From an optimization exercise on the open Yosys and OpenROAD flow, aimed at small area and a short achievable clock period; shortcuts taken in it are not production practice.
Function was checked by simulation only, so behaviour that the tests miss may differ from the original.
Power figures rest on the tool's default switching activity, not on a simulated workload.

## standard.sh

```bash
#!/bin/bash
# synth_recipe.tcl (not shown) runs the flow's synth.tcl, then flattens the netlist and writes it again
# the make line also repeats each setting of config.mk as NAME=value (left out here)
make -C /OpenROAD-flow-scripts/flow DESIGN_CONFIG=/design/flow/config.mk WORK_HOME=/design/flow/orfs CLKGATE_MAP_FILE= SYNTH_SCRIPT=/design/flow/synth_recipe.tcl "${@:-finish}"
```

## constraint.sdc

```tcl
create_clock -name core_clock -period 30.0 [get_ports {clk}]
set_input_delay 6.0000 -clock core_clock [delete_from_list [all_inputs] [get_ports {clk}]]
set_output_delay 6.0000 -clock core_clock [all_outputs]
set_load 0.01 [all_outputs]
```

## config.mk

```make
export PLATFORM = sky130hd
export DESIGN_NAME = enigma_part3
export DESIGN_NICKNAME = enigma_part3
export VERILOG_FILES = /design/flow/design.v
export SDC_FILE = /design/flow/constraint.sdc
export NUM_CORES = 8
export LEC_CHECK = 0
export CAP_MARGIN = 20
export CORE_MARGIN = 2
export CORE_UTILIZATION = 25
export PLACE_DENSITY = 0.35
export SLEW_MARGIN = 20
export TNS_END_PERCENT = 5
```

## flow/run.sh

```bash
#!/bin/bash
# Layout through the standard.sh. Synthesis is the standard flow's script with abc run on
# flow/yos.abc (yosys's default mapping script) instead of ORFS's speed script,
# and with adders left to abc rather than mapped to full-adder cells;
# ports buffered with buf_4; clock tree without dummy loads; timing repair is asked for a setup margin so
# the long paths get sized up.
cd "$(dirname "$0")/.."
export MY_ABC_SCRIPT=$PWD/flow/yos.abc
bash standard.sh SYNTH_SCRIPT=$PWD/flow/my_synth.tcl ADDER_MAP_FILE= synth > synth.log 2>&1
bash standard.sh SETUP_SLACK_MARGIN=15.3 "BUFFER_PORTS_ARGS=-inputs -outputs -buffer_cell sky130_fd_sc_hd__buf_4" "CTS_ARGS=-sink_clustering_enable -repair_clock_nets -dont_use_dummy_load -buf_list sky130_fd_sc_hd__clkbuf_4" finish > standard.log 2>&1
```

## flow/my_synth.tcl

```tcl
# The standard flow's synthesis script (synth_recipe.tcl), with abc run on the script named in MY_ABC_SCRIPT.
proc synth {args} { yosys synth -nofsm -noshare {*}$args }

proc abc {args} {
  set i [lsearch -exact $args -script]
  if {$i >= 0 && [info exists ::env(MY_ABC_SCRIPT)] && $::env(MY_ABC_SCRIPT) ne ""} {
    set args [lreplace $args [expr {$i + 1}] [expr {$i + 1}] $::env(MY_ABC_SCRIPT)]
  }
  if {[info exists ::env(MY_ABC_DONT_USE)]} {
    foreach c $::env(MY_ABC_DONT_USE) { lappend args -dont_use $c }
  }
  puts "abc (own script): $args"
  yosys abc {*}$args
}
source $::env(SCRIPTS_DIR)/synth.tcl
# left out here: clear keep_hierarchy, flatten, clean up, hide names made inside functions, write 1_2_yosys.v
```

## flow/yos.abc

```
strash
&get -n
&fraig -x
&put
scorr
dc2
dretime
strash
&get -n
&dch -f
&nf
&put
buffer
upsize
dnsize
stime -p
```

## design.v

```verilog
module enigma_part3(clk, srst_n, load, encrypt, crypt_mode, table_idx, code_in, code_out, code_valid);
input clk;
input srst_n;
input load;
input encrypt;
input crypt_mode;
input [1:0] table_idx;
input [5:0] code_in;
output [5:0] code_out;
output code_valid;
integer k;
reg idle_q, ready_q;
reg valid_q;
reg cm_q;
reg [5:0] z_q;
reg [1:0] dA_q;
reg [2:0] rB_q;
reg [7:0] bhi_q, blo_q;
reg [5:0] pb [0:31];
reg [5:0] a0 [0:63];
reg [5:0] br [0:63];
wire [5:0] bx [0:63];
wire in_load = ~idle_q & ~ready_q & load;
wire ld_pb = in_load & (table_idx == 2'd0);
wire ld_a  = in_load & (table_idx == 2'd1);
wire ld_b  = in_load & (table_idx == 2'd2);
wire sym   = ready_q & encrypt;
assign code_valid = valid_q;
function [5:0] pbl;
  input [5:0] x;
  reg [31:0] mt;
  reg [5:0] r;
  integer q;
  begin
    for (q = 0; q < 32; q = q + 1) mt[q] = (pb[q] == x);
    r = 6'd0;
    for (q = 0; q < 32; q = q + 1)
      if (mt[q ^ 1]) r = r | pb[q];
    pbl = (|mt) ? r : x;
  end
endfunction
reg [5:0] rotB_b;
always @* begin
  rotB_b = 6'd0;
  for (k = 0; k < 8; k = k + 1) begin
    if (bhi_q[k]) rotB_b[5:3] = rotB_b[5:3] | k[2:0];
    if (blo_q[k]) rotB_b[2:0] = rotB_b[2:0] | k[2:0];
  end
end
reg [5:0] ka;
always @* begin
  ka = 6'd0;
  for (k = 0; k < 64; k = k + 1)
    if (a0[k] == rotB_b) ka = ka | k[5:0];
end
wire [3:0] blo_s = {1'b0, ka[2:0]} + {1'b0, z_q[2:0]};
wire [2:0] bhi_s0 = ka[5:3] + z_q[5:3];
wire [2:0] bhi_s1 = bhi_s0 + 3'd1;
wire [5:0] rotA_b = {blo_s[3] ? bhi_s1 : bhi_s0, blo_s[2:0]};
assign code_out = {6{valid_q}} & pbl(rotA_b);
wire [1:0] d_a = valid_q ? (cm_q ? rotB_b[1:0] : dA_q) : 2'd0;
wire [5:0] y_f = z_q + {4'd0, d_a};
wire [2:0] m_e = valid_q ? (rB_q[2:0] ^ {3{cm_q}}) : 3'd0;
wire [7:0] oh = {8{sym}} & (8'd1 << m_e);
wire hold = ~sym & ~ld_b;
wire [5:0] pbo = pbl(code_in);
wire [5:0] w_f = -y_f;
wire [3:0] alo = {1'b0, pbo[2:0]} + {1'b0, w_f[2:0]};
wire [2:0] ahi0 = pbo[5:3] + w_f[5:3];
wire [2:0] ahi1 = ahi0 + 3'd1;
reg [5:0] ag [0:7];
always @* for (k = 0; k < 8; k = k + 1) ag[k] = a0[{k[2:0], alo[2:0]}];
wire [5:0] rotA_o = alo[3] ? ag[ahi1] : ag[ahi0];
reg [5:0] bm1 [0:7];
always @* for (k = 0; k < 8; k = k + 1) bm1[k] = bx[{k[2:0], rotA_o[2:0]}];
wire [5:0] rotB_o = bm1[rotA_o[5:3]];
reg [7:0] bhi, blo;
always @* begin
  bhi = 8'd0; blo = 8'd0;
  for (k = 0; k < 64; k = k + 1) if (bx[k] == ~rotB_o) begin
    bhi[k >> 3] = 1'b1;
    blo[k & 7] = 1'b1;
  end
end
assign bx[0] = ({6{oh[0]|oh[5]}} & br[20]) | ({6{oh[1]|oh[6]}} & br[21]) | ({6{oh[2]}} & br[22]) | ({6{oh[3]}} & br[17]) | ({6{oh[4]}} & br[16]) | ({6{oh[7]}} & br[19]) | ({6{hold}} & br[0]) | ({6{ld_b}} & br[63]);
assign bx[1] = ({6{oh[0]}} & br[50]) | ({6{oh[1]|oh[6]}} & br[51]) | ({6{oh[2]}} & br[48]) | ({6{oh[3]|oh[7]}} & br[53]) | ({6{oh[4]}} & br[54]) | ({6{oh[5]}} & br[55]) | ({6{hold}} & br[1]) | ({6{ld_b}} & br[46]);
assign bx[2] = ({6{oh[0]|oh[3]}} & br[8]) | ({6{oh[1]}} & br[9]) | ({6{oh[2]}} & br[10]) | ({6{oh[4]}} & br[12]) | ({6{oh[5]}} & br[13]) | ({6{oh[6]}} & br[14]) | ({6{oh[7]}} & br[15]) | ({6{hold}} & br[2]) | ({6{ld_b}} & br[62]);
assign bx[3] = ({6{oh[0]|oh[5]}} & br[36]) | ({6{oh[1]|oh[6]}} & br[37]) | ({6{oh[2]}} & br[38]) | ({6{oh[3]}} & br[33]) | ({6{oh[4]}} & br[32]) | ({6{oh[7]}} & br[35]) | ({6{hold}} & br[3]) | ({6{ld_b}} & br[9]);
assign bx[4] = ({6{oh[0]|oh[3]}} & br[48]) | ({6{oh[1]}} & br[49]) | ({6{oh[2]}} & br[50]) | ({6{oh[4]}} & br[52]) | ({6{oh[5]}} & br[53]) | ({6{oh[6]}} & br[54]) | ({6{oh[7]}} & br[55]) | ({6{hold}} & br[4]) | ({6{ld_b}} & br[1]);
assign bx[5] = ({6{oh[0]}} & br[26]) | ({6{oh[1]|oh[6]}} & br[27]) | ({6{oh[2]}} & br[24]) | ({6{oh[3]|oh[7]}} & br[29]) | ({6{oh[4]}} & br[30]) | ({6{oh[5]}} & br[31]) | ({6{hold}} & br[5]) | ({6{ld_b}} & br[47]);
assign bx[6] = ({6{oh[0]|oh[3]}} & br[55]) | ({6{oh[1]}} & br[54]) | ({6{oh[2]}} & br[53]) | ({6{oh[4]}} & br[51]) | ({6{oh[5]}} & br[50]) | ({6{oh[6]}} & br[49]) | ({6{oh[7]}} & br[48]) | ({6{hold}} & br[6]) | ({6{ld_b}} & br[61]);
assign bx[7] = ({6{oh[0]}} & br[13]) | ({6{oh[1]|oh[6]}} & br[12]) | ({6{oh[2]}} & br[15]) | ({6{oh[3]|oh[7]}} & br[10]) | ({6{oh[4]}} & br[9]) | ({6{oh[5]}} & br[8]) | ({6{hold}} & br[7]) | ({6{ld_b}} & br[5]);
assign bx[8] = ({6{oh[0]|oh[5]}} & br[44]) | ({6{oh[1]|oh[6]}} & br[45]) | ({6{oh[2]}} & br[46]) | ({6{oh[3]}} & br[41]) | ({6{oh[4]}} & br[40]) | ({6{oh[7]}} & br[43]) | ({6{hold}} & br[8]) | ({6{ld_b}} & br[36]);
assign bx[9] = ({6{oh[0]|oh[5]}} & br[43]) | ({6{oh[1]|oh[6]}} & br[42]) | ({6{oh[2]}} & br[41]) | ({6{oh[3]}} & br[46]) | ({6{oh[4]}} & br[47]) | ({6{oh[7]}} & br[44]) | ({6{hold}} & br[9]) | ({6{ld_b}} & br[35]);
assign bx[10] = ({6{oh[0]|hold}} & br[10]) | ({6{oh[1]|oh[6]}} & br[11]) | ({6{oh[2]}} & br[8]) | ({6{oh[3]|oh[7]}} & br[13]) | ({6{oh[4]}} & br[14]) | ({6{oh[5]}} & br[15]) | ({6{ld_b}} & br[52]);
assign bx[11] = ({6{oh[0]|oh[5]}} & br[52]) | ({6{oh[1]|oh[6]}} & br[53]) | ({6{oh[2]}} & br[54]) | ({6{oh[3]}} & br[49]) | ({6{oh[4]}} & br[48]) | ({6{oh[7]}} & br[51]) | ({6{hold}} & br[11]) | ({6{ld_b}} & br[38]);
assign bx[12] = ({6{oh[0]}} & br[54]) | ({6{oh[1]}} & br[55]) | ({6{oh[2]}} & br[52]) | ({6{oh[3]}} & br[51]) | ({6{oh[4]}} & br[50]) | ({6{oh[5]|oh[7]}} & br[49]) | ({6{oh[6]}} & br[48]) | ({6{hold}} & br[12]) | ({6{ld_b}} & br[27]);
assign bx[13] = ({6{oh[0]}} & br[25]) | ({6{oh[1]}} & br[24]) | ({6{oh[2]}} & br[27]) | ({6{oh[3]}} & br[28]) | ({6{oh[4]}} & br[29]) | ({6{oh[5]|oh[7]}} & br[30]) | ({6{oh[6]}} & br[31]) | ({6{hold}} & br[13]) | ({6{ld_b}} & br[44]);
assign bx[14] = ({6{oh[0]}} & br[41]) | ({6{oh[1]|ld_b}} & br[40]) | ({6{oh[2]}} & br[43]) | ({6{oh[3]}} & br[44]) | ({6{oh[4]}} & br[45]) | ({6{oh[5]|oh[7]}} & br[46]) | ({6{oh[6]}} & br[47]) | ({6{hold}} & br[14]);
assign bx[15] = ({6{oh[0]|oh[3]}} & br[0]) | ({6{oh[1]}} & br[1]) | ({6{oh[2]}} & br[2]) | ({6{oh[4]}} & br[4]) | ({6{oh[5]}} & br[5]) | ({6{oh[6]}} & br[6]) | ({6{oh[7]}} & br[7]) | ({6{hold}} & br[15]) | ({6{ld_b}} & br[22]);
assign bx[16] = ({6{oh[0]|oh[3]}} & br[63]) | ({6{oh[1]}} & br[62]) | ({6{oh[2]}} & br[61]) | ({6{oh[4]}} & br[59]) | ({6{oh[5]}} & br[58]) | ({6{oh[6]}} & br[57]) | ({6{oh[7]}} & br[56]) | ({6{hold}} & br[16]) | ({6{ld_b}} & br[34]);
assign bx[17] = ({6{oh[0]|oh[3]}} & br[16]) | ({6{oh[1]|hold}} & br[17]) | ({6{oh[2]}} & br[18]) | ({6{oh[4]}} & br[20]) | ({6{oh[5]}} & br[21]) | ({6{oh[6]}} & br[22]) | ({6{oh[7]}} & br[23]) | ({6{ld_b}} & br[11]);
assign bx[18] = ({6{oh[0]}} & br[34]) | ({6{oh[1]|oh[6]}} & br[35]) | ({6{oh[2]}} & br[32]) | ({6{oh[3]|oh[7]}} & br[37]) | ({6{oh[4]}} & br[38]) | ({6{oh[5]}} & br[39]) | ({6{hold}} & br[18]) | ({6{ld_b}} & br[60]);
assign bx[19] = ({6{oh[0]}} & br[6]) | ({6{oh[1]}} & br[7]) | ({6{oh[2]}} & br[4]) | ({6{oh[3]}} & br[3]) | ({6{oh[4]}} & br[2]) | ({6{oh[5]|oh[7]}} & br[1]) | ({6{oh[6]}} & br[0]) | ({6{hold}} & br[19]) | ({6{ld_b}} & br[45]);
assign bx[20] = ({6{oh[0]}} & br[61]) | ({6{oh[1]|oh[6]}} & br[60]) | ({6{oh[2]}} & br[63]) | ({6{oh[3]|oh[7]}} & br[58]) | ({6{oh[4]}} & br[57]) | ({6{oh[5]}} & br[56]) | ({6{hold}} & br[20]) | ({6{ld_b}} & br[50]);
assign bx[21] = ({6{oh[0]}} & br[30]) | ({6{oh[1]}} & br[31]) | ({6{oh[2]}} & br[28]) | ({6{oh[3]}} & br[27]) | ({6{oh[4]}} & br[26]) | ({6{oh[5]|oh[7]}} & br[25]) | ({6{oh[6]}} & br[24]) | ({6{hold}} & br[21]) | ({6{ld_b}} & br[19]);
assign bx[22] = ({6{oh[0]|oh[3]}} & br[7]) | ({6{oh[1]}} & br[6]) | ({6{oh[2]}} & br[5]) | ({6{oh[4]}} & br[3]) | ({6{oh[5]}} & br[2]) | ({6{oh[6]}} & br[1]) | ({6{oh[7]}} & br[0]) | ({6{hold}} & br[22]) | ({6{ld_b}} & br[53]);
assign bx[23] = ({6{oh[0]}} & br[5]) | ({6{oh[1]|oh[6]}} & br[4]) | ({6{oh[2]}} & br[7]) | ({6{oh[3]|oh[7]}} & br[2]) | ({6{oh[4]}} & br[1]) | ({6{oh[5]}} & br[0]) | ({6{hold}} & br[23]) | ({6{ld_b}} & br[58]);
assign bx[24] = ({6{oh[0]|oh[3]}} & br[47]) | ({6{oh[1]}} & br[46]) | ({6{oh[2]}} & br[45]) | ({6{oh[4]}} & br[43]) | ({6{oh[5]}} & br[42]) | ({6{oh[6]}} & br[41]) | ({6{oh[7]}} & br[40]) | ({6{hold}} & br[24]) | ({6{ld_b}} & br[39]);
assign bx[25] = ({6{oh[0]}} & br[17]) | ({6{oh[1]}} & br[16]) | ({6{oh[2]}} & br[19]) | ({6{oh[3]}} & br[20]) | ({6{oh[4]}} & br[21]) | ({6{oh[5]|oh[7]}} & br[22]) | ({6{oh[6]}} & br[23]) | ({6{hold}} & br[25]) | ({6{ld_b}} & br[41]);
assign bx[26] = ({6{oh[0]|oh[5]}} & br[11]) | ({6{oh[1]|oh[6]}} & br[10]) | ({6{oh[2]}} & br[9]) | ({6{oh[3]}} & br[14]) | ({6{oh[4]}} & br[15]) | ({6{oh[7]}} & br[12]) | ({6{hold}} & br[26]) | ({6{ld_b}} & br[55]);
assign bx[27] = ({6{oh[0]}} & br[38]) | ({6{oh[1]}} & br[39]) | ({6{oh[2]}} & br[36]) | ({6{oh[3]}} & br[35]) | ({6{oh[4]}} & br[34]) | ({6{oh[5]|oh[7]}} & br[33]) | ({6{oh[6]}} & br[32]) | ({6{hold}} & br[27]) | ({6{ld_b}} & br[3]);
assign bx[28] = ({6{oh[0]|oh[5]}} & br[12]) | ({6{oh[1]|oh[6]}} & br[13]) | ({6{oh[2]}} & br[14]) | ({6{oh[3]}} & br[9]) | ({6{oh[4]}} & br[8]) | ({6{oh[7]}} & br[11]) | ({6{hold}} & br[28]) | ({6{ld_b}} & br[31]);
assign bx[29] = ({6{oh[0]|oh[5]}} & br[27]) | ({6{oh[1]|oh[6]}} & br[26]) | ({6{oh[2]}} & br[25]) | ({6{oh[3]}} & br[30]) | ({6{oh[4]}} & br[31]) | ({6{oh[7]}} & br[28]) | ({6{hold}} & br[29]) | ({6{ld_b}} & br[33]);
assign bx[30] = ({6{oh[0]|oh[5]}} & br[3]) | ({6{oh[1]|oh[6]}} & br[2]) | ({6{oh[2]}} & br[1]) | ({6{oh[3]}} & br[6]) | ({6{oh[4]|ld_b}} & br[7]) | ({6{oh[7]}} & br[4]) | ({6{hold}} & br[30]);
assign bx[31] = ({6{oh[0]}} & br[9]) | ({6{oh[1]}} & br[8]) | ({6{oh[2]}} & br[11]) | ({6{oh[3]}} & br[12]) | ({6{oh[4]}} & br[13]) | ({6{oh[5]|oh[7]}} & br[14]) | ({6{oh[6]}} & br[15]) | ({6{hold}} & br[31]) | ({6{ld_b}} & br[23]);
assign bx[32] = ({6{oh[0]|oh[5]}} & br[35]) | ({6{oh[1]|oh[6]}} & br[34]) | ({6{oh[2]}} & br[33]) | ({6{oh[3]}} & br[38]) | ({6{oh[4]}} & br[39]) | ({6{oh[7]}} & br[36]) | ({6{hold}} & br[32]) | ({6{ld_b}} & br[57]);
assign bx[33] = ({6{oh[0]}} & br[14]) | ({6{oh[1]}} & br[15]) | ({6{oh[2]}} & br[12]) | ({6{oh[3]}} & br[11]) | ({6{oh[4]}} & br[10]) | ({6{oh[5]|oh[7]}} & br[9]) | ({6{oh[6]}} & br[8]) | ({6{hold}} & br[33]) | ({6{ld_b}} & br[51]);
assign bx[34] = ({6{oh[0]|oh[3]}} & br[40]) | ({6{oh[1]}} & br[41]) | ({6{oh[2]}} & br[42]) | ({6{oh[4]}} & br[44]) | ({6{oh[5]}} & br[45]) | ({6{oh[6]}} & br[46]) | ({6{oh[7]}} & br[47]) | ({6{hold}} & br[34]) | ({6{ld_b}} & br[6]);
assign bx[35] = ({6{oh[0]|oh[3]}} & br[56]) | ({6{oh[1]}} & br[57]) | ({6{oh[2]}} & br[58]) | ({6{oh[4]}} & br[60]) | ({6{oh[5]}} & br[61]) | ({6{oh[6]}} & br[62]) | ({6{oh[7]}} & br[63]) | ({6{hold}} & br[35]) | ({6{ld_b}} & br[14]);
assign bx[36] = ({6{oh[0]|oh[3]}} & br[32]) | ({6{oh[1]}} & br[33]) | ({6{oh[2]}} & br[34]) | ({6{oh[4]|hold}} & br[36]) | ({6{oh[5]}} & br[37]) | ({6{oh[6]}} & br[38]) | ({6{oh[7]}} & br[39]) | ({6{ld_b}} & br[48]);
assign bx[37] = ({6{oh[0]}} & br[57]) | ({6{oh[1]}} & br[56]) | ({6{oh[2]|ld_b}} & br[59]) | ({6{oh[3]}} & br[60]) | ({6{oh[4]}} & br[61]) | ({6{oh[5]|oh[7]}} & br[62]) | ({6{oh[6]}} & br[63]) | ({6{hold}} & br[37]);
assign bx[38] = ({6{oh[0]}} & br[49]) | ({6{oh[1]}} & br[48]) | ({6{oh[2]}} & br[51]) | ({6{oh[3]}} & br[52]) | ({6{oh[4]}} & br[53]) | ({6{oh[5]|oh[7]}} & br[54]) | ({6{oh[6]}} & br[55]) | ({6{hold}} & br[38]) | ({6{ld_b}} & br[12]);
assign bx[39] = ({6{oh[0]}} & br[21]) | ({6{oh[1]|oh[6]}} & br[20]) | ({6{oh[2]}} & br[23]) | ({6{oh[3]|oh[7]}} & br[18]) | ({6{oh[4]}} & br[17]) | ({6{oh[5]}} & br[16]) | ({6{hold}} & br[39]) | ({6{ld_b}} & br[37]);
assign bx[40] = ({6{oh[0]|oh[5]}} & br[19]) | ({6{oh[1]|oh[6]}} & br[18]) | ({6{oh[2]}} & br[17]) | ({6{oh[3]}} & br[22]) | ({6{oh[4]}} & br[23]) | ({6{oh[7]}} & br[20]) | ({6{hold}} & br[40]) | ({6{ld_b}} & br[56]);
assign bx[41] = ({6{oh[0]}} & br[45]) | ({6{oh[1]|oh[6]}} & br[44]) | ({6{oh[2]}} & br[47]) | ({6{oh[3]|oh[7]}} & br[42]) | ({6{oh[4]|hold}} & br[41]) | ({6{oh[5]}} & br[40]) | ({6{ld_b}} & br[0]);
assign bx[42] = ({6{oh[0]}} & br[18]) | ({6{oh[1]|oh[6]}} & br[19]) | ({6{oh[2]}} & br[16]) | ({6{oh[3]|oh[7]}} & br[21]) | ({6{oh[4]}} & br[22]) | ({6{oh[5]}} & br[23]) | ({6{hold}} & br[42]) | ({6{ld_b}} & br[24]);
assign bx[43] = ({6{oh[0]|oh[5]}} & br[60]) | ({6{oh[1]|oh[6]}} & br[61]) | ({6{oh[2]}} & br[62]) | ({6{oh[3]}} & br[57]) | ({6{oh[4]}} & br[56]) | ({6{oh[7]}} & br[59]) | ({6{hold}} & br[43]) | ({6{ld_b}} & br[10]);
assign bx[44] = ({6{oh[0]|oh[3]}} & br[15]) | ({6{oh[1]}} & br[14]) | ({6{oh[2]}} & br[13]) | ({6{oh[4]}} & br[11]) | ({6{oh[5]}} & br[10]) | ({6{oh[6]}} & br[9]) | ({6{oh[7]}} & br[8]) | ({6{hold}} & br[44]) | ({6{ld_b}} & br[43]);
assign bx[45] = ({6{oh[0]}} & br[22]) | ({6{oh[1]}} & br[23]) | ({6{oh[2]}} & br[20]) | ({6{oh[3]}} & br[19]) | ({6{oh[4]|ld_b}} & br[18]) | ({6{oh[5]|oh[7]}} & br[17]) | ({6{oh[6]}} & br[16]) | ({6{hold}} & br[45]);
assign bx[46] = ({6{oh[0]}} & br[53]) | ({6{oh[1]|oh[6]}} & br[52]) | ({6{oh[2]}} & br[55]) | ({6{oh[3]|oh[7]}} & br[50]) | ({6{oh[4]}} & br[49]) | ({6{oh[5]}} & br[48]) | ({6{hold}} & br[46]) | ({6{ld_b}} & br[2]);
assign bx[47] = ({6{oh[0]|oh[5]}} & br[4]) | ({6{oh[1]|oh[6]}} & br[5]) | ({6{oh[2]}} & br[6]) | ({6{oh[3]}} & br[1]) | ({6{oh[4]}} & br[0]) | ({6{oh[7]}} & br[3]) | ({6{hold}} & br[47]) | ({6{ld_b}} & br[17]);
assign bx[48] = ({6{oh[0]}} & br[1]) | ({6{oh[1]}} & br[0]) | ({6{oh[2]}} & br[3]) | ({6{oh[3]}} & br[4]) | ({6{oh[4]}} & br[5]) | ({6{oh[5]|oh[7]}} & br[6]) | ({6{oh[6]}} & br[7]) | ({6{hold}} & br[48]) | ({6{ld_b}} & br[26]);
assign bx[49] = ({6{oh[0]}} & br[46]) | ({6{oh[1]}} & br[47]) | ({6{oh[2]}} & br[44]) | ({6{oh[3]}} & br[43]) | ({6{oh[4]}} & br[42]) | ({6{oh[5]|oh[7]}} & br[41]) | ({6{oh[6]}} & br[40]) | ({6{hold}} & br[49]) | ({6{ld_b}} & br[21]);
assign bx[50] = ({6{oh[0]}} & br[2]) | ({6{oh[1]|oh[6]}} & br[3]) | ({6{oh[2]}} & br[0]) | ({6{oh[3]|oh[7]}} & br[5]) | ({6{oh[4]}} & br[6]) | ({6{oh[5]}} & br[7]) | ({6{hold}} & br[50]) | ({6{ld_b}} & br[8]);
assign bx[51] = ({6{oh[0]}} & br[62]) | ({6{oh[1]}} & br[63]) | ({6{oh[2]}} & br[60]) | ({6{oh[3]}} & br[59]) | ({6{oh[4]}} & br[58]) | ({6{oh[5]|oh[7]}} & br[57]) | ({6{oh[6]}} & br[56]) | ({6{hold}} & br[51]) | ({6{ld_b}} & br[42]);
assign bx[52] = ({6{oh[0]|oh[5]}} & br[28]) | ({6{oh[1]|oh[6]}} & br[29]) | ({6{oh[2]}} & br[30]) | ({6{oh[3]}} & br[25]) | ({6{oh[4]}} & br[24]) | ({6{oh[7]}} & br[27]) | ({6{hold}} & br[52]) | ({6{ld_b}} & br[54]);
assign bx[53] = ({6{oh[0]|oh[3]}} & br[31]) | ({6{oh[1]}} & br[30]) | ({6{oh[2]}} & br[29]) | ({6{oh[4]}} & br[27]) | ({6{oh[5]}} & br[26]) | ({6{oh[6]}} & br[25]) | ({6{oh[7]}} & br[24]) | ({6{hold}} & br[53]) | ({6{ld_b}} & br[4]);
assign bx[54] = ({6{oh[0]|oh[3]}} & br[23]) | ({6{oh[1]}} & br[22]) | ({6{oh[2]}} & br[21]) | ({6{oh[4]}} & br[19]) | ({6{oh[5]}} & br[18]) | ({6{oh[6]}} & br[17]) | ({6{oh[7]}} & br[16]) | ({6{hold}} & br[54]) | ({6{ld_b}} & br[25]);
assign bx[55] = ({6{oh[0]}} & br[58]) | ({6{oh[1]|oh[6]}} & br[59]) | ({6{oh[2]}} & br[56]) | ({6{oh[3]|oh[7]}} & br[61]) | ({6{oh[4]}} & br[62]) | ({6{oh[5]}} & br[63]) | ({6{hold}} & br[55]) | ({6{ld_b}} & br[13]);
assign bx[56] = ({6{oh[0]}} & br[29]) | ({6{oh[1]|oh[6]}} & br[28]) | ({6{oh[2]}} & br[31]) | ({6{oh[3]|oh[7]}} & br[26]) | ({6{oh[4]}} & br[25]) | ({6{oh[5]}} & br[24]) | ({6{hold}} & br[56]) | ({6{ld_b}} & br[32]);
assign bx[57] = ({6{oh[0]}} & br[33]) | ({6{oh[1]}} & br[32]) | ({6{oh[2]}} & br[35]) | ({6{oh[3]}} & br[36]) | ({6{oh[4]}} & br[37]) | ({6{oh[5]|oh[7]}} & br[38]) | ({6{oh[6]}} & br[39]) | ({6{hold}} & br[57]) | ({6{ld_b}} & br[49]);
assign bx[58] = ({6{oh[0]|oh[5]}} & br[51]) | ({6{oh[1]|oh[6]}} & br[50]) | ({6{oh[2]}} & br[49]) | ({6{oh[3]}} & br[54]) | ({6{oh[4]}} & br[55]) | ({6{oh[7]}} & br[52]) | ({6{hold}} & br[58]) | ({6{ld_b}} & br[29]);
assign bx[59] = ({6{oh[0]}} & br[42]) | ({6{oh[1]|oh[6]}} & br[43]) | ({6{oh[2]}} & br[40]) | ({6{oh[3]|oh[7]}} & br[45]) | ({6{oh[4]}} & br[46]) | ({6{oh[5]}} & br[47]) | ({6{hold}} & br[59]) | ({6{ld_b}} & code_in);
assign bx[60] = ({6{oh[0]|oh[3]}} & br[24]) | ({6{oh[1]}} & br[25]) | ({6{oh[2]}} & br[26]) | ({6{oh[4]}} & br[28]) | ({6{oh[5]}} & br[29]) | ({6{oh[6]}} & br[30]) | ({6{oh[7]}} & br[31]) | ({6{hold}} & br[60]) | ({6{ld_b}} & br[15]);
assign bx[61] = ({6{oh[0]|oh[3]}} & br[39]) | ({6{oh[1]}} & br[38]) | ({6{oh[2]}} & br[37]) | ({6{oh[4]}} & br[35]) | ({6{oh[5]}} & br[34]) | ({6{oh[6]}} & br[33]) | ({6{oh[7]}} & br[32]) | ({6{hold}} & br[61]) | ({6{ld_b}} & br[30]);
assign bx[62] = ({6{oh[0]}} & br[37]) | ({6{oh[1]|oh[6]}} & br[36]) | ({6{oh[2]}} & br[39]) | ({6{oh[3]|oh[7]}} & br[34]) | ({6{oh[4]}} & br[33]) | ({6{oh[5]}} & br[32]) | ({6{hold}} & br[62]) | ({6{ld_b}} & br[28]);
assign bx[63] = ({6{oh[0]|oh[5]}} & br[59]) | ({6{oh[1]|oh[6]}} & br[58]) | ({6{oh[2]}} & br[57]) | ({6{oh[3]}} & br[62]) | ({6{oh[4]|hold}} & br[63]) | ({6{oh[7]}} & br[60]) | ({6{ld_b}} & br[16]);
always @(posedge clk) begin
  if (~srst_n) begin
    idle_q <= 1'b1;
    ready_q <= 1'b0;
    valid_q <= 1'b0;
  end else begin
    idle_q <= 1'b0;
    if (~idle_q & ~load) ready_q <= 1'b1;
    if (sym) valid_q <= 1'b1;
  end
end
always @(posedge clk) begin
  z_q <= ld_a ? 6'd0 : (sym ? y_f : z_q) + 6'd1;
  if (sym) begin
    cm_q <= crypt_mode;
    dA_q <= rotA_o[1:0];
    rB_q <= rotB_o[2:0];
    bhi_q <= bhi;
    blo_q <= blo;
  end
end
always @(posedge clk) begin
  if (ld_pb) begin
    for (k = 0; k < 31; k = k + 1) pb[k] <= pb[k + 1];
    pb[31] <= code_in;
  end
  for (k = 0; k < 63; k = k + 1) a0[k] <= a0[k + 1];
  a0[63] <= ld_a ? code_in : a0[0];
  for (k = 0; k < 64; k = k + 1) br[k] <= bx[k];
end
endmodule
```

==> results.txt <==
critical path: cells and delay by family:
family / cells / cell delay (ns)
XOR/XNOR: 2 / 0.51
buffers and inverters: 7 / 2.35
AND/OR/NAND/NOR: 13 / 3.65
adder cells (fa/ha/maj): 1 / 0.45
AO/OA/AOI/OAI: 8 / 2.71
path summary, 6_finish.rpt:
path                   end  slack [ns]
setup / recovery  blo_q[1]       15.31
hold reg to reg   a0[1][1]        0.29
hold / removal    a0[1][1]        0.29
setup reg to reg  blo_q[1]       19.65
cell families after synthesis:
logic type | synth area share [%]
compound gates | 31.4
xor+xnor | 10.7
fa+ha+maj | 0.0389
buf+inv | 6.53
flops | 35.9
simple gates | 15.4
synthesized netlist by cell type, types with 24 or more instances:
| library cell | instances |
|---|---|
| nand2_1 | 666 |
| a21oi_1 | 250 |
| o221ai_1 | 34 |
| buf_1 | 119 |
| clkbuf_1 | 573 |
| nand3_1 | 284 |
| xnor2_1 | 454 |
| or3_1 | 110 |
| dfxtp_1 | 777 |
| buf_2 | 64 |
| inv_1 | 160 |
| a2111oi_0 | 57 |
| nand4b_1 | 36 |
| and3_1 | 85 |
| a222oi_1 | 933 |
| a22oi_1 | 335 |
| a221oi_1 | 114 |
| xor2_1 | 282 |
| a22o_1 | 72 |
| o21ai_0 | 248 |
| o22ai_1 | 66 |
| a211oi_1 | 24 |
| edfxtp_1 | 212 |
| nor2_1 | 107 |
| nor4_1 | 151 |
| nand4_1 | 129 |
| a2bb2oi_1 | 27 |
| a221o_1 | 27 |
| a31oi_1 | 74 |
| nor3b_1 | 65 |
| nor3_1 | 113 |
metal layers:
metal / up-vias / track usage [%] / wire length, um / share of wire (%)
li1: 27600 / - / - / -
met5: - / 0 / 94 / 0.023
met3: 868 / 5.08 / 36200 / 8.9
met4: 12 / 13.4 / 20400 / 5.0
met2: 4938 / 50.3 / 187000 / 46
met1: 34100 / 40.3 / 161000 / 40
flip-flops by register name, indices dropped and copies added (netlist names), 2 cells and up:
register / count
rB_q: 3
a0: 384
z_q: 6
bhi_q: 7
blo_q: 7
pb: 192
br: 384
dA_q: 2
repair_timing:
action	4_1_cts	5_1_grt
endpoints found under the setup margin	22	20
pin swaps	17	16
gates cloned	13	5
setup buffers	24	7
resized for setup	129	58
where the power goes:
part           internal (mW)  switching [mW]  leakage (nW)
Clock                  0.487           0.614          1.49
Combinational           2.01            4.83          13.4
Sequential              1.42           0.156          8.21
stage by stage:
stage | instances | instance area [um2] | total power [mW] | setup WS [ns]
2_1_floorplan | 6916 | 61100 | 5.23 | 15.94
3_3_place_gp | 9545 | 64200 | 7.71 | 12.06
3_5_place_dp | 9545 | 64200 | 7.66 | 11.97
4_1_cts | 9906 | 67600 | 9.06 | 15.25
5_1_grt | 9927 | 68100 | 9.73 | 15.14
6_report | 9938 | 68100 | 9.52 | 15.31
area by class of cell:
| class | count | area [um2] |
|---|---|---|
| Fill cell | 25900 | 175000 |
| Sequential cell | 989 | 21900 |
| Antenna cell | 20 | 50.0 |
| Inverter | 165 | 633 |
| Clock buffer | 324 | 2430 |
| Tap cell | 3202 | 4010 |
| Multi-Input combinational cell | 4954 | 36200 |
| Timing Repair Buffer | 284 | 2880 |
==> run_results.csv <==
group,metric,value,unit
global_route,grtUsageTotal,30.9,%
die,die_h,498,um
timing,hold_viol,0,
detailed_routing,ant_nets,0,
die,io-pin-count,20,
flow_run,maxCapViolations,0,
synth,avgSynthCellArea,8.83,um2
power_and_ir_drop,p_leak,23.1,nW
min_path,whs_path_depth,0,
final_layout,fin_nets,6731,
global_route,antenna_found_initial,23,
timing,skew,0.180,ns
worst_setup_path,cp-startpoint,"code_in[0]",
timing,period_minus_slack,14.69,ns
power_and_ir_drop,p_per_area,140,nW/um2
timing,rsz0062_at_grt,"yes",
worst_setup_path,worstReg2RegStart,"blo_q[3]",
synth,synth.area.top_cells,"dfxtp_1 25%, a222oi_1 15%, edfxtp_1 10%",
timing,setup_viol,0,
global_route,grt_pass1_vias,63400,
clock_tree,cts_tree,"built",
worst_setup_path,endpoint_kind,"register",
place,port_buffers,19,
place,gp_congestion,0.952,
final_layout,area_growth,11.5,%
min_path,hold_class,"register to register",
worst_setup_path,critPathKind,"input port to register",
global_route,grt-ovfl-total,0,
final_layout,drive_gt1_share,11.7,%
synth,yosysSeqAreaShare,35.9,%
synth,yosys_warnings,6,
detailed_routing,drt_pass1_iterations,15,
die,die_w,498,um
timing,tightest_slew,1.16,ns
die,rows,181,
timing,timing.hold.ws,0.294,ns
synth,synth_area,61100,um2
min_path,hold_start,"a0[2][1]",
synth,yosysTopAreaCell,"dfxtp_1",
detailed_routing,drtIter0Drc,15300,
timing,slew_violations,0,
worst_setup_path,cp_max_fo,71,
worst_setup_path,crit_arrival,15.85,ns
timing,tns,0,ns
final_layout,final_core_util,28.0,%
clock_tree,clkTransAtPathRegs,0.06,ns
final_layout,final_common_cell,"a222oi_1",
worst_setup_path,cp_data_required_time,31.17,ns
detailed_routing,drt-total-wl,405000,um
clock_tree,htree_levels,5,
worst_setup_path,cp_common_cell,"buf_4",
die,core_area,243000,um2
final_layout,mostFrequentLayoutCells,"933 x a222oi_1, 777 x dfxtp_1, 664 x nand2_1",
die,initial_core_util,25.1,%
synth,ys.flop_type,"dfxtp_1",
clock_tree,cts_buffer_depth,4,
die,die_area,248000,um2
clock_tree,insertion_delay,1.43,ns
global_route,grt_first_pass_wirelength,555000,um
worst_setup_path,crit_path_start_kind,"input port",
synth,synth_edf_count,212,
timing,max_slew_margin,22.7,%
detailed_routing,drc,0,
detailed_routing,vias_per_cell,6.79,
synth,synth_seq_cells,989,
synth,async_flop_share,0,%
worst_setup_path,reg2regPathDepth,29,
synth,synth_cell_types,93,
detailed_routing,routedWlPerCell,40.7,um
timing,fin_crit_sh,49.0,%
detailed_routing,vias,67500,
clock_tree,cts_root_buf,"clkbuf_4",
synth,syn-num-nets,6929,
clock_tree,cts_hold_buf,0,
clock_tree,cts_made_buffers,324,
run_status,status,"complete, no violations",
synth,synth_cells,6916,
worst_setup_path,cpMaxStageDelayCell,"nor4_1",
place,dp_hpwl,274000,um
worst_setup_path,max_stage_delay,0.68,ns
global_route,grt_max_degree,129,
power_and_ir_drop,vdd_drop_max,0.231,mV
timing,max_freq,68.1,MHz
clock_tree,clock_sinks,989,
synth,synthDominantCellAreaShare,25.5,%

[static timing again, ports no longer ideal]
How much do the figures lean on ideal ports? The routed layout below was timed once more, with nothing changed but the port constraints. Step 1 (the two cells are an assumption about what drives the block):
set clk [get_ports {clk}]
set_driving_cell -lib_cell sky130_fd_sc_hd__clkbuf_16 $clk
set_driving_cell -lib_cell sky130_fd_sc_hd__buf_2 [delete_from_list [all_inputs] $clk]
Step 2 moves the port delays by t, midway between the first and last clock arrival at a register: inputs arrive t later, outputs are due t later. That takes back most of the time a late clock gives input paths. Three values: ideal ports, drivers, drivers and shift; two values: the first two.
t, ns: 1.423
setup slack, ns: 15.313 / 15.334 / 13.941
hold WS [ns]: 0.294 / 0.294 / 0.294
After both steps this run still meets setup and hold. For this run, drivers alone change the setup slack by +0.021 ns; drivers and shift together by -1.372 ns.
